Source: an optimization exercise on an open RTL-to-GDS flow (aim: small area). Production flows keep margins and buffers that such runs may drop. Where RTL was checked, it was by simulation tests only, not by an equivalence proof against the original. No functional check of the RTL was part of run 1. Power figures rest on the tool's default switching activity, not on a simulated workload.

==> flow/design.v, too long to show whole: its modules and the start of the top module <==
// module URATE: 1006 lines
// module FA: 4 lines
// module HA: 4 lines
module URATE (
    input clk,
    input rst,
    input signed [15:0] in,
    output signed [15:0] out
);
  // ...
==> flow/flow/run.sh <==
#!/bin/bash
# Own flow: the standard layout (standard.sh, unchanged synthesis), with two changes:
# port buffers use the smallest buffer cell, and clock tree synthesis inserts no dummy loads.
set -euo pipefail
bash standard.sh \
  'BUFFER_PORTS_ARGS=-buffer_cell sky130_fd_sc_hd__buf_1' \
  'CTS_ARGS=-sink_clustering_enable -repair_clock_nets -dont_use_dummy_load -buf_list {sky130_fd_sc_hd__clkbuf_4 sky130_fd_sc_hd__clkbuf_8}' \
  finish > standard_flow.log 2>&1
==> flow/standard.sh <==
#!/bin/bash
# synth_recipe.tcl (not shown) runs the flow's synth.tcl, then flattens the netlist and writes it again
# the make line also repeats each setting of config.mk as NAME=value (left out here)
make -C /OpenROAD-flow-scripts/flow DESIGN_CONFIG=/design/flow/config.mk WORK_HOME=/design/flow/orfs CLKGATE_MAP_FILE= SYNTH_SCRIPT=/design/flow/synth_recipe.tcl "${@:-finish}"
==> flow/config.mk <==
export PLATFORM = sky130hd
export DESIGN_NAME = URATE
export DESIGN_NICKNAME = URATE
export VERILOG_FILES = /design/flow/design.v
export SDC_FILE = /design/flow/constraint.sdc
export NUM_CORES = 4
export LEC_CHECK = 0
export CAP_MARGIN = 20
export CORE_MARGIN = 2
export CORE_UTILIZATION = 40
export CTS_BUF_LIST = sky130_fd_sc_hd__clkbuf_4 sky130_fd_sc_hd__clkbuf_8
export CTS_CLUSTER_SIZE = 30
export SLEW_MARGIN = 20
export SYNTH_HIERARCHICAL = 1
export SYNTH_MINIMUM_KEEP_SIZE = 0
==> flow/constraint.sdc <==
create_clock -name core_clock -period 14.0 [get_ports {clk}]
set_input_delay 2.8000 -clock core_clock [delete_from_list [all_inputs] [get_ports {clk}]]
set_output_delay 2.8000 -clock core_clock [all_outputs]
set_load 0.01 [all_outputs]
==> flow_summary_export.csv, run 1 <==
group,metric,value,unit
run_status,status,"timing/DRC/antenna clean",
pwr,seq-power,1.15,mW
final_layout,fin_nets,1228,
synth,syn-cell-area,0.0138,mm2
place,io_buffers,33,
clocking,ctsHtreeMaxLevel,4,
final_layout,multiInputGateArea,0.00814,mm2
timing,worstMarginPinSlew,0.955,ns
synth,synth_top_area_cell,"fa_1",
worst_setup_path,ff2ff_setup_slack,1.83,ns
synth,syn_area_per_cell,14.7,um2
pwr,p_clk_share,9.5,%
pwr,netSwitchingFraction,39.8,%
grt,antenna_found_initial,1,
worst_setup_path,startpoint,"r1[0]$_DFF_PP0_",
final_layout,n_antenna_cell,1,
synth,ys_ff_latch,199,
final_layout,multi_input_gates,671,
timing,finalWorstSetupSlack,1.83,ns
synth,synthSimpleGateAreaFrac,3.05,%
final_layout,final_util,42.4,%
clocking,clock-sinks,199,
synth,muxShareOfSynthArea,1.64,%
clocking,cts_root_buf,"clkbuf_8",
timing,max-slew-margin-rel,36.3,%
worst_setup_path,path_class,"register to register",
final_layout,top_register,"r0",
grt,grt_start_max_net_pins,74,
final_layout,clock_tree_area_fraction,1.61,%
pwr,p_int,1.84,mW
worst_setup_path,critical_path_buf_inv_count,0,
==> inputs of run 2 (changes only) <==
--- a/flow/design.v
+++ b/flow/design.v
@@ -27,20 +27,20 @@
 reg k1r1_s3;
 reg k1r1_n;
 reg k2r0_s0;
 reg k2r0_s1;
 reg k2r0_n;
 reg k2r1_s2;
 reg k2r1_s3;
 reg k2r1_n;
-reg k3r0_m1;
-reg k3r0_m2;
-reg k3r1_p0;
-reg k3r1_p3;
+reg k3r0_s1s3;
+reg k3r0_s2s3;
+reg k3r1_s0s3;
+reg k3r1_s3s3;
 reg kc0;
 reg kc1;
 reg kc2;
 reg kc3;
 always @* begin
 	cnt_nx = 5'd0;
 	k0r0_s0 = 1'b0;
 	k0r0_s1 = 1'b0;
@@ -55,118 +55,113 @@
 	k1r1_s3 = 1'b0;
 	k1r1_n = 1'b0;
 	k2r0_s0 = 1'b0;
 	k2r0_s1 = 1'b0;
 	k2r0_n = 1'b0;
 	k2r1_s2 = 1'b0;
 	k2r1_s3 = 1'b0;
 	k2r1_n = 1'b0;
-	k3r0_m1 = 1'b0;
-	k3r0_m2 = 1'b0;
-	k3r1_p0 = 1'b0;
-	k3r1_p3 = 1'b0;
+	k3r0_s1s3 = 1'b0;
+	k3r0_s2s3 = 1'b0;
+	k3r1_s0s3 = 1'b0;
+	k3r1_s3s3 = 1'b0;
 	kc0 = 1'b0;
 	kc1 = 1'b0;
 	kc2 = 1'b0;
 	kc3 = 1'b0;
 	case (cnt)
 	5'd0: begin
 		cnt_nx = 5'd1;
 		k0r0_s0 = 1'b1;
 		k0r0_n = 1'b1;
 		k1r0_s1 = 1'b1;
-		k1r0_n = 1'b1;
-		k1r1_s2 = 1'b1;
+		k1r1_s3 = 1'b1;
 		k1r1_n = 1'b1;
 		k2r0_s0 = 1'b1;
 		k2r1_s2 = 1'b1;
 		k2r1_n = 1'b1;
-		k3r0_m1 = 1'b1;
-		k3r1_p3 = 1'b1;
-		kc2 = 1'b1;
+		k3r0_s1s3 = 1'b1;
+		k3r1_s3s3 = 1'b1;
+		kc0 = 1'b1;
+		kc1 = 1'b1;
 		kc3 = 1'b1;
 	end
 	5'd1: begin
 		cnt_nx = 5'd2;
-		k1r0_n = 1'b1;
 		k1r1_s2 = 1'b1;
 		k2r0_s1 = 1'b1;
 		k2r0_n = 1'b1;
-		k2r1_n = 1'b1;
-		k3r0_m2 = 1'b1;
-		k3r1_p0 = 1'b1;
-		kc3 = 1'b1;
+		k3r0_s2s3 = 1'b1;
+		k3r1_s0s3 = 1'b1;
+		kc0 = 1'b1;
+		kc1 = 1'b1;
 	end
 	5'd2: begin
 		cnt_nx = 5'd3;
 		k0r0_s0 = 1'b1;
 		k1r0_s0 = 1'b1;
-		k1r1_n = 1'b1;
 		k2r0_s0 = 1'b1;
 		k2r0_n = 1'b1;
-		k3r0_m1 = 1'b1;
-		k3r1_p0 = 1'b1;
+		k3r0_s1s3 = 1'b1;
+		k3r1_s0s3 = 1'b1;
 		kc0 = 1'b1;
 		kc1 = 1'b1;
-		kc2 = 1'b1;
 	end
 	5'd3: begin
 		cnt_nx = 5'd4;
 		k0r0_s0 = 1'b1;
 		k0r0_n = 1'b1;
 		k0r1_s2 = 1'b1;
 		k1r0_s1 = 1'b1;
-		k1r1_n = 1'b1;
 		k2r1_s2 = 1'b1;
 		k2r1_n = 1'b1;
 		kc0 = 1'b1;
 		kc1 = 1'b1;
-		kc3 = 1'b1;
+		kc2 = 1'b1;
 	end
 	5'd4: begin
 		cnt_nx = 5'd5;
 		k0r0_s1 = 1'b1;
-		k0r0_n = 1'b1;
-		k0r1_s2 = 1'b1;
+		k0r1_s3 = 1'b1;
 		k0r1_n = 1'b1;
 		k1r0_s0 = 1'b1;
 		k1r0_n = 1'b1;
 		k1r1_s2 = 1'b1;
 		k2r0_s1 = 1'b1;
 		k2r1_s2 = 1'b1;
-		k3r1_p0 = 1'b1;
-		kc3 = 1'b1;
+		k3r1_s0s3 = 1'b1;
+		kc0 = 1'b1;
+		kc1 = 1'b1;
+		kc2 = 1'b1;
 	end
 	5'd5: begin
-		cnt_nx = 5'd6;
+		cnt_nx = 5'd28;
 		k0r0_s0 = 1'b1;
 		k0r0_n = 1'b1;
 		k0r1_s3 = 1'b1;
 		k1r0_s1 = 1'b1;
-		k1r0_n = 1'b1;
-		k1r1_s3 = 1'b1;
-		k2r0_n = 1'b1;
+		k1r1_s2 = 1'b1;
 		k2r1_s2 = 1'b1;
 		k2r1_n = 1'b1;
-		k3r0_m1 = 1'b1;
-		k3r1_p0 = 1'b1;
+		k3r0_s1s3 = 1'b1;
+		k3r1_s0s3 = 1'b1;
 		kc0 = 1'b1;
-		kc3 = 1'b1;
+		kc1 = 1'b1;
+		kc2 = 1'b1;
 	end
-	5'd6: begin
+	5'd28: begin
 		cnt_nx = 5'd7;
 		k0r0_s1 = 1'b1;
 		k0r0_n = 1'b1;
-		k0r1_n = 1'b1;
 		k1r0_s0 = 1'b1;
 		k2r0_s0 = 1'b1;
 		k2r0_n = 1'b1;
 		k2r1_s2 = 1'b1;
-		kc3 = 1'b1;
+		kc2 = 1'b1;
 	end
 	5'd7: begin
 		cnt_nx = 5'd8;
 		k0r0_s0 = 1'b1;
 		k0r1_s2 = 1'b1;
 		k0r1_n = 1'b1;
 		k1r0_s0 = 1'b1;
 		k1r1_s3 = 1'b1;
@@ -178,106 +173,89 @@
 		cnt_nx = 5'd9;
 		k0r0_s1 = 1'b1;
 		k0r1_s2 = 1'b1;
 		k1r0_s0 = 1'b1;
 		k1r1_s2 = 1'b1;
 		k1r1_n = 1'b1;
 		k2r0_s1 = 1'b1;
 		k2r0_n = 1'b1;
-		k2r1_n = 1'b1;
 		kc0 = 1'b1;
 		kc1 = 1'b1;
-		kc3 = 1'b1;
+		kc2 = 1'b1;
 	end
 	5'd9: begin
 		cnt_nx = 5'd10;
 		k0r1_s2 = 1'b1;
 		k0r1_n = 1'b1;
 		k1r0_s0 = 1'b1;
 		k1r1_s3 = 1'b1;
 		k2r0_s0 = 1'b1;
 		k2r0_n = 1'b1;
 		k2r1_s3 = 1'b1;
 		kc0 = 1'b1;
 		kc1 = 1'b1;
 		kc2 = 1'b1;
 	end
 	5'd10: begin
 		cnt_nx = 5'd11;
-		k0r1_n = 1'b1;
 		k1r0_s0 = 1'b1;
-		k1r1_n = 1'b1;
 		k2r0_s0 = 1'b1;
 		k2r1_s2 = 1'b1;
 		k2r1_n = 1'b1;
 		kc1 = 1'b1;
 		kc2 = 1'b1;
-		kc3 = 1'b1;
 	end
 	5'd11: begin
 		cnt_nx = 5'd12;
 		k0r0_s0 = 1'b1;
 		k0r0_n = 1'b1;
-		k0r1_n = 1'b1;
-		k1r1_n = 1'b1;
 		k2r0_s1 = 1'b1;
 		k2r1_s2 = 1'b1;
 		kc0 = 1'b1;
 		kc1 = 1'b1;
-		kc3 = 1'b1;
 	end
 	5'd12: begin
 		cnt_nx = 5'd13;
 		k0r0_s0 = 1'b1;
-		k0r1_n = 1'b1;
-		k1r1_n = 1'b1;
 		k2r0_s0 = 1'b1;
 		k2r0_n = 1'b1;
 		kc0 = 1'b1;
 		kc1 = 1'b1;
-		kc3 = 1'b1;
 	end
 	5'd13: begin
 		cnt_nx = 5'd14;
 		k0r0_s1 = 1'b1;
 		k0r1_s3 = 1'b1;
 		k0r1_n = 1'b1;
-		k1r0_n = 1'b1;
-		k1r1_n = 1'b1;
 		k2r0_s0 = 1'b1;
-		k2r1_n = 1'b1;
-		kc0 = 1'b1;
 		kc1 = 1'b1;
 		kc2 = 1'b1;
-		kc3 = 1'b1;
 	end
 	5'd14: begin
 		cnt_nx = 5'd15;
 		k0r0_s0 = 1'b1;
 		k0r0_n = 1'b1;
 		k0r1_s2 = 1'b1;
 		k1r0_s0 = 1'b1;
 		k1r0_n = 1'b1;
-		k2r0_n = 1'b1;
-		kc0 = 1'b1;
 		kc2 = 1'b1;
 	end
 	5'd15: begin
 		cnt_nx = 5'd16;
 		k0r0_s0 = 1'b1;
 		k0r1_s3 = 1'b1;
 		k0r1_n = 1'b1;
 		k1r0_s0 = 1'b1;
 		k1r0_n = 1'b1;
 		k1r1_s3 = 1'b1;
 		k1r1_n = 1'b1;
-		k2r0_n = 1'b1;
 		k2r1_s2 = 1'b1;
-		kc2 = 1'b1;
+		kc0 = 1'b1;
+		kc1 = 1'b1;
 		kc3 = 1'b1;
 	end
 	5'd16: begin
 		cnt_nx = 5'd17;
 		k0r0_s1 = 1'b1;
 		k1r0_s0 = 1'b1;
 		k1r0_n = 1'b1;
 		k1r1_s2 = 1'b1;
@@ -305,34 +283,31 @@
 	5'd18: begin
 		cnt_nx = 5'd19;
 		k0r0_s0 = 1'b1;
 		k0r1_s2 = 1'b1;
 		k0r1_n = 1'b1;
 		k1r0_s0 = 1'b1;
 		k1r0_n = 1'b1;
 		k2r0_s1 = 1'b1;
-		k2r1_n = 1'b1;
 		kc0 = 1'b1;
 		kc1 = 1'b1;
-		kc3 = 1'b1;
+		kc2 = 1'b1;
 	end
 	5'd19: begin
 		cnt_nx = 5'd0;
-		k0r0_n = 1'b1;
 		k0r1_s2 = 1'b1;
 		k1r0_s1 = 1'b1;
-		k1r0_n = 1'b1;
-		k1r1_s2 = 1'b1;
+		k1r1_s3 = 1'b1;
 		k1r1_n = 1'b1;
 		k2r0_s0 = 1'b1;
 		k2r1_s3 = 1'b1;
 		k2r1_n = 1'b1;
-		k3r1_p0 = 1'b1;
-		kc2 = 1'b1;
+		k3r1_s0s3 = 1'b1;
+		kc1 = 1'b1;
 		kc3 = 1'b1;
 	end
 	default: ;
 	endcase
 end
 wire k0r0_0 = ((k0r0_s0 & x0[0])) ^ k0r0_n;
 wire k0r0_1 = ((k0r0_s0 & x0[1]) | (k0r0_s1 & x0[0])) ^ k0r0_n;
 wire k0r0_2 = ((k0r0_s0 & x0[2]) | (k0r0_s1 & x0[1])) ^ k0r0_n;
@@ -430,52 +405,52 @@
 wire k2r1_11 = ((k2r1_s2 & x2[9]) | (k2r1_s3 & x2[8])) ^ k2r1_n;
 wire k2r1_12 = ((k2r1_s2 & x2[10]) | (k2r1_s3 & x2[9])) ^ k2r1_n;
 wire k2r1_13 = ((k2r1_s2 & x2[11]) | (k2r1_s3 & x2[10])) ^ k2r1_n;
 wire k2r1_14 = ((k2r1_s2 & x2[12]) | (k2r1_s3 & x2[11])) ^ k2r1_n;
 wire k2r1_15 = ((k2r1_s2 & x2[13]) | (k2r1_s3 & x2[12])) ^ k2r1_n;
 wire k2r1_16 = ((k2r1_s2 & x2[14]) | (k2r1_s3 & x2[13])) ^ k2r1_n;
 wire k2r1_17 = ((k2r1_s2 & x2[15]) | (k2r1_s3 & x2[14])) ^ k2r1_n;
 wire k2r1_18 = ~(((k2r1_s2 & x2[15]) | (k2r1_s3 & x2[15])) ^ k2r1_n);
-wire k3r0_1 = ~((k3r0_m1 & s3[0]));
-wire k3r0_2 = ~((k3r0_m1 & s3[1]) | (k3r0_m2 & s3[0]));
-wire k3r0_3 = ~((k3r0_m1 & s3[2]) | (k3r0_m2 & s3[1]));
-wire k3r0_4 = ~((k3r0_m1 & s3[3]) | (k3r0_m2 & s3[2]));
-wire k3r0_5 = ~((k3r0_m1 & s3[4]) | (k3r0_m2 & s3[3]));
-wire k3r0_6 = ~((k3r0_m1 & s3[5]) | (k3r0_m2 & s3[4]));
-wire k3r0_7 = ~((k3r0_m1 & s3[6]) | (k3r0_m2 & s3[5]));
-wire k3r0_8 = ~((k3r0_m1 & s3[7]) | (k3r0_m2 & s3[6]));
-wire k3r0_9 = ~((k3r0_m1 & s3[8]) | (k3r0_m2 & s3[7]));
-wire k3r0_10 = ~((k3r0_m1 & s3[9]) | (k3r0_m2 & s3[8]));
-wire k3r0_11 = ~((k3r0_m1 & s3[10]) | (k3r0_m2 & s3[9]));
-wire k3r0_12 = ~((k3r0_m1 & s3[11]) | (k3r0_m2 & s3[10]));
-wire k3r0_13 = ~((k3r0_m1 & s3[12]) | (k3r0_m2 & s3[11]));
-wire k3r0_14 = ~((k3r0_m1 & s3[13]) | (k3r0_m2 & s3[12]));
-wire k3r0_15 = ~((k3r0_m1 & s3[14]) | (k3r0_m2 & s3[13]));
-wire k3r0_16 = ~((k3r0_m1 & s3[15]) | (k3r0_m2 & s3[14]));
-wire k3r0_17 = (k3r0_m1 & s3[15]) | (k3r0_m2 & s3[15]);
-wire k3r1_0 = (k3r1_p0 & s3[0]);
-wire k3r1_1 = (k3r1_p0 & s3[1]);
-wire k3r1_2 = (k3r1_p0 & s3[2]);
-wire k3r1_3 = (k3r1_p0 & s3[3]) | (k3r1_p3 & s3[0]);
-wire k3r1_4 = (k3r1_p0 & s3[4]) | (k3r1_p3 & s3[1]);
-wire k3r1_5 = (k3r1_p0 & s3[5]) | (k3r1_p3 & s3[2]);
-wire k3r1_6 = (k3r1_p0 & s3[6]) | (k3r1_p3 & s3[3]);
-wire k3r1_7 = (k3r1_p0 & s3[7]) | (k3r1_p3 & s3[4]);
-wire k3r1_8 = (k3r1_p0 & s3[8]) | (k3r1_p3 & s3[5]);
-wire k3r1_9 = (k3r1_p0 & s3[9]) | (k3r1_p3 & s3[6]);
-wire k3r1_10 = (k3r1_p0 & s3[10]) | (k3r1_p3 & s3[7]);
-wire k3r1_11 = (k3r1_p0 & s3[11]) | (k3r1_p3 & s3[8]);
-wire k3r1_12 = (k3r1_p0 & s3[12]) | (k3r1_p3 & s3[9]);
-wire k3r1_13 = (k3r1_p0 & s3[13]) | (k3r1_p3 & s3[10]);
-wire k3r1_14 = (k3r1_p0 & s3[14]) | (k3r1_p3 & s3[11]);
-wire k3r1_15 = (k3r1_p0 & s3[15]) | (k3r1_p3 & s3[12]);
-wire k3r1_16 = (k3r1_p0 & s3[15]) | (k3r1_p3 & s3[13]);
-wire k3r1_17 = (k3r1_p0 & s3[15]) | (k3r1_p3 & s3[14]);
-wire k3r1_18 = ~((k3r1_p0 & s3[15]) | (k3r1_p3 & s3[15]));
+wire k3r0_1 = ~((k3r0_s1s3 & s3[0]));
+wire k3r0_2 = ~((k3r0_s1s3 & s3[1]) | (k3r0_s2s3 & s3[0]));
+wire k3r0_3 = ~((k3r0_s1s3 & s3[2]) | (k3r0_s2s3 & s3[1]));
+wire k3r0_4 = ~((k3r0_s1s3 & s3[3]) | (k3r0_s2s3 & s3[2]));
+wire k3r0_5 = ~((k3r0_s1s3 & s3[4]) | (k3r0_s2s3 & s3[3]));
+wire k3r0_6 = ~((k3r0_s1s3 & s3[5]) | (k3r0_s2s3 & s3[4]));
+wire k3r0_7 = ~((k3r0_s1s3 & s3[6]) | (k3r0_s2s3 & s3[5]));
+wire k3r0_8 = ~((k3r0_s1s3 & s3[7]) | (k3r0_s2s3 & s3[6]));
+wire k3r0_9 = ~((k3r0_s1s3 & s3[8]) | (k3r0_s2s3 & s3[7]));
+wire k3r0_10 = ~((k3r0_s1s3 & s3[9]) | (k3r0_s2s3 & s3[8]));
+wire k3r0_11 = ~((k3r0_s1s3 & s3[10]) | (k3r0_s2s3 & s3[9]));
+wire k3r0_12 = ~((k3r0_s1s3 & s3[11]) | (k3r0_s2s3 & s3[10]));
+wire k3r0_13 = ~((k3r0_s1s3 & s3[12]) | (k3r0_s2s3 & s3[11]));
+wire k3r0_14 = ~((k3r0_s1s3 & s3[13]) | (k3r0_s2s3 & s3[12]));
+wire k3r0_15 = ~((k3r0_s1s3 & s3[14]) | (k3r0_s2s3 & s3[13]));
+wire k3r0_16 = ~((k3r0_s1s3 & s3[15]) | (k3r0_s2s3 & s3[14]));
+wire k3r0_17 = (k3r0_s1s3 & s3[15]) | (k3r0_s2s3 & s3[15]);
+wire k3r1_0 = (k3r1_s0s3 & s3[0]);
+wire k3r1_1 = (k3r1_s0s3 & s3[1]);
+wire k3r1_2 = (k3r1_s0s3 & s3[2]);
+wire k3r1_3 = (k3r1_s0s3 & s3[3]) | (k3r1_s3s3 & s3[0]);
+wire k3r1_4 = (k3r1_s0s3 & s3[4]) | (k3r1_s3s3 & s3[1]);
+wire k3r1_5 = (k3r1_s0s3 & s3[5]) | (k3r1_s3s3 & s3[2]);
+wire k3r1_6 = (k3r1_s0s3 & s3[6]) | (k3r1_s3s3 & s3[3]);
+wire k3r1_7 = (k3r1_s0s3 & s3[7]) | (k3r1_s3s3 & s3[4]);
+wire k3r1_8 = (k3r1_s0s3 & s3[8]) | (k3r1_s3s3 & s3[5]);
+wire k3r1_9 = (k3r1_s0s3 & s3[9]) | (k3r1_s3s3 & s3[6]);
+wire k3r1_10 = (k3r1_s0s3 & s3[10]) | (k3r1_s3s3 & s3[7]);
+wire k3r1_11 = (k3r1_s0s3 & s3[11]) | (k3r1_s3s3 & s3[8]);
+wire k3r1_12 = (k3r1_s0s3 & s3[12]) | (k3r1_s3s3 & s3[9]);
+wire k3r1_13 = (k3r1_s0s3 & s3[13]) | (k3r1_s3s3 & s3[10]);
+wire k3r1_14 = (k3r1_s0s3 & s3[14]) | (k3r1_s3s3 & s3[11]);
+wire k3r1_15 = (k3r1_s0s3 & s3[15]) | (k3r1_s3s3 & s3[12]);
+wire k3r1_16 = (k3r1_s0s3 & s3[15]) | (k3r1_s3s3 & s3[13]);
+wire k3r1_17 = (k3r1_s0s3 & s3[15]) | (k3r1_s3s3 & s3[14]);
+wire k3r1_18 = ~((k3r1_s0s3 & s3[15]) | (k3r1_s3s3 & s3[15]));
 wire fs1, fc2;
 FA ufs1 (.a(r4[0]), .b(k0r0_0), .c(k1r0_0), .s(fs1), .co(fc2));
 wire fs3, fc4;
 FA ufs3 (.a(k2r0_0), .b(k3r1_0), .c(kc0), .s(fs3), .co(fc4));
 wire fs5, fc6;
 FA ufs5 (.a(r4[1]), .b(k0r0_1), .c(k1r0_1), .s(fs5), .co(fc6));
 wire fs7, fc8;
 FA ufs7 (.a(k2r0_1), .b(k3r0_1), .c(k3r1_1), .s(fs7), .co(fc8));
==> flow_summary_export.csv, run 2 <==
group,metric,value,unit
synth,async_flop_share,67.8,%
timing,max-slew-margin-rel,23.0,%
timing,worst_clock_skew,0.0338,ns
final_layout,n_fill_cell,3064,
die,start_util,40.3,%
die,die_y,190,um
synth,synth_edf_count,64,
timing,finalSetupViolCount,0,
clocking,cts_root_buf,"clkbuf_8",
clocking,clock-sinks,199,
worst_setup_path,cp.required,14.39,ns
die,io_pins,34,
die,row_count,68,
clocking,ctsHtreeMaxLevel,4,
timing,fin_hold_ws,0.492,ns
clocking,cts_hold_buf,0,
synth,synth.cells.most_frequent,"fa_1 (243), dfrtp_1 (135), a22oi_1 (87), xor2_1 (81), edfxtp_1 (64)",
final_layout,final_cell_mix,"fa_1 (243), dfrtp_1 (135), a22oi_1 (87)",
drt,antenna_left,0,
timing,min_period_over_period,87.9,%
synth,synth.area.top_cells,"fa_1 (35%), dfrtp_1 (24%), edfxtp_1 (14%)",
synth,yosys_warnings,7,
place,hpwl,21500,um
drt,first_pass_iters,5,
synth,synth_ff_type,"dfrtp_1",
worst_hold_path,hp-class,"register to register",
die,coreArea,0.0343,mm2
synth,syn-cell-area,0.0138,mm2
clocking,clk_pin_slew,0.08,ns
grt,grt_first_pass_wirelength,48500,um
timing,finalSetupTns,0,ns
drt,drt_iter0_markers,786,
pwr,p_per_area,213,mW/mm2
synth,synth.most_common_cell,"fa_1",
synth,ys_types,61,
worst_setup_path,slowest_delay,0.41,ns
final_layout,final_common_cell,"fa_1",
worst_setup_path,startpoint_type,"register",
worst_setup_path,cp_slowest_cell,"fa_1",
grt,first_global_vias,8190,
clocking,cts_buffer_depth,2,
final_layout,fin_nets,1220,
synth,synth_top_cell_area_share,35.2,%
die,die_w,190,um
timing,min_period,12.30,ns
drt,drt_wl_total,29400,um
drt,route.detailed.drc,0,
worst_setup_path,critPathCaptureType,"register",
worst_setup_path,path_class,"register to register",
final_layout,top_register,"r0",
clocking,cts_resized,0,
final_layout,drive_above_1_share,6.70,%
place,place.gp.congestion,0.862,
grt,antenna_found_initial,0,
run_status,status,"timing/DRC/antenna clean",
die,die_area,0.0361,mm2
synth,ys_seq_area_share,38.3,%
grt,use_met1,26.9,%
final_layout,area_delta_synth_final,5.41,%
clocking,numCtsBuffers,17,
synth,syn_area_per_cell,14.8,um2
pwr,ir_worst_vdd,0.000136,V
final_layout,largest_reg_flops,31,
grt,grt_start_max_net_pins,79,
grt,grt_usage,17.8,%
final_layout,n_antenna_cell,0,
drt,wire_per_inst,21.0,um
drt,viasPerCell,5.48,
timing,hold_viol,0,
worst_setup_path,worstPathArrival,12.70,ns
grt,grtUsageMet2,26.5,%
clocking,cts_tree,"yes",
grt,use_met3,3.19,%
synth,synth_top_area_cell,"fa_1",
worst_setup_path,crit_path_max_fanout,2,
timing,worstMarginPinSlew,1.15,ns
synth,ys_ff_latch,199,
clocking,post_cts_buffers,0,
pwr,cellLeakagePower,5.49,nW
run,maxCapViolations,0,
clocking,clk_latency,0.50,ns
timing,drv_slew,0,
timing,grt_setup_unrepaired,"no",
place,io_buffers,33,
timing,fmax,0.0813,GHz
grt,overflow,0,
synth,syn_inst,933,
drt,route.vias.total,7645,
grt,busiest_layer,"met1",
final_layout,reg_top3,"r0: 31 flops, r1: 29 flops, r2: 26 flops",
worst_setup_path,path_common_cell,"fa_1",
-- run 2: cell types whose count changed in the layout (fill, tap and decap cells not counted), moves of 5 or more --
cell	change
xor2_1	+13
a21oi_1	-14
a22oi_2	+8
xnor2_1	-12
nor2_1	-9
o22a_1	+5
o21ai_1	+7
a22oi_1	-5
nand2_1	-6
-- run 2: cells by family (layout without fill, tap and decap cells) --
group                    Yosys count  after routing  synth area share [%]
AO/OA/AOI/OAI                    193            193                  10.6
other                              1              3                0.0271
flip-flops                       199            199                  38.3
AND/OR/NAND/NOR                   75             75                  2.70
buffers and inverters             71             76                  2.82
adder cells (fa/ha/maj)          260            260                  36.7
XOR/XNOR                         114            114                  7.22
multiplexers                      20             20                  1.55
-- run 2: critical path, delay by kind of cell, from the launching register on --
kind | cells | cell delay, ns
flops | 1 | 0.40
xor+xnor | 2 | 0.31
fa+ha+maj | 30 | 11.51
-- run 2: cell type report --
class / instances / area (um2) / area share [%]
clock buffers: 17 / 234 / 1.61
inverters: 8 / 35.0 / 0.240
multi-input cells: 665 / 8170 / 56.1
flip-flops and latches: 199 / 5300 / 36.4
well taps: 455 / 569 / 3.91
repair buffers: 51 / 263 / 1.80
-- run 2: path summary, 6_finish.rpt --
path	from	endpoint	slack, ns	depth (start not counted)
worst min-delay path	r0[0]$_DFF_PP0_	r0[0]$_DFF_PP0_	0.49	1
min in group asynchronous	rst	cnt[3]$_DFF_PP0_	2.56	3
worst max register to register	r1[0]$_DFF_PP0_	r0[30]$_DFF_PP0_	1.70	32
worst max-delay path	r1[0]$_DFF_PP0_	r0[30]$_DFF_PP0_	1.70	32
max in group asynchronous	rst	r0[30]$_DFF_PP0_	10.31	4
worst min register to register	r0[0]$_DFF_PP0_	r0[0]$_DFF_PP0_	0.49	1
-- run 2: Yosys stat by module (local to each module, per instance) --
module  area [um2]  flip-flops and latches
URATE         8850                     199
FA            20.0                       0
HA            12.5                       0
-- run 2: power breakdown --
group | switching (mW) | internal (mW) | leakage (nW) | total (mW)
clock | 0.186 | 0.108 | 0.122 | 0.294
sequential | 0.243 | 0.906 | 2.21 | 1.15
combinational | 0.824 | 0.842 | 3.16 | 1.67
total | 1.25 | 1.86 | 5.49 | 3.11
-- run 2: metal layers --
metal | vias up | wire length (um) | part of all wire (%)
li1 | 3220 | - | -
met1 | 4116 | 13500 | 46
met2 | 272 | 13600 | 46
met3 | 37 | 1690 | 5.7
met4 | 0 | 495 | 1.7
met5 | - | 0 | 0
-- run 2: through the flow --
step	worst slack [ns]	utilization, %	total power [mW]	cell area (um2)	std cells
5_1_grt	1.26	42.5	3.55	14600	1395
6_report	1.70	42.5	3.11	14600	1395
3_3_place_gp	1.68	41.8	2.78	14300	1378
2_1_floorplan	2.07	-	2.44	13800	935
3_5_place_dp	1.55	41.8	2.90	14300	1378
4_1_cts	1.53	42.5	3.20	14600	1395

[re-timing with driven ports]
How much do the figures lean on ideal ports? The routed layouts below were timed once more, with nothing changed but the port constraints. Step 1 (the two cells are an assumption about what drives the block):
set clk [get_ports {clk}]
set_driving_cell -lib_cell sky130_fd_sc_hd__clkbuf_16 $clk
set_driving_cell -lib_cell sky130_fd_sc_hd__buf_2 [delete_from_list [all_inputs] $clk]
Step 2 times the ports against the registers' clock, not the clock port: input delays grow and output delays shrink by t, the midpoint of the rising clock arrivals with the driver on. a / b / c = ideal / step 1 / step 2; a / b = the first two.
| run | t (ns) | slack for setup (ns) | worst setup path at the end | latest minus earliest clock arrival (ns) |
|---|---|---|---|---|
| run 1 | 0.524 | 1.829 / 1.829 / 1.829 | register to register | 0.038 / 0.037 |
| run 2 | 0.529 | 1.699 / 1.699 / 1.699 | register to register | 0.034 / 0.034 |
After both steps every run listed still meets setup and hold.
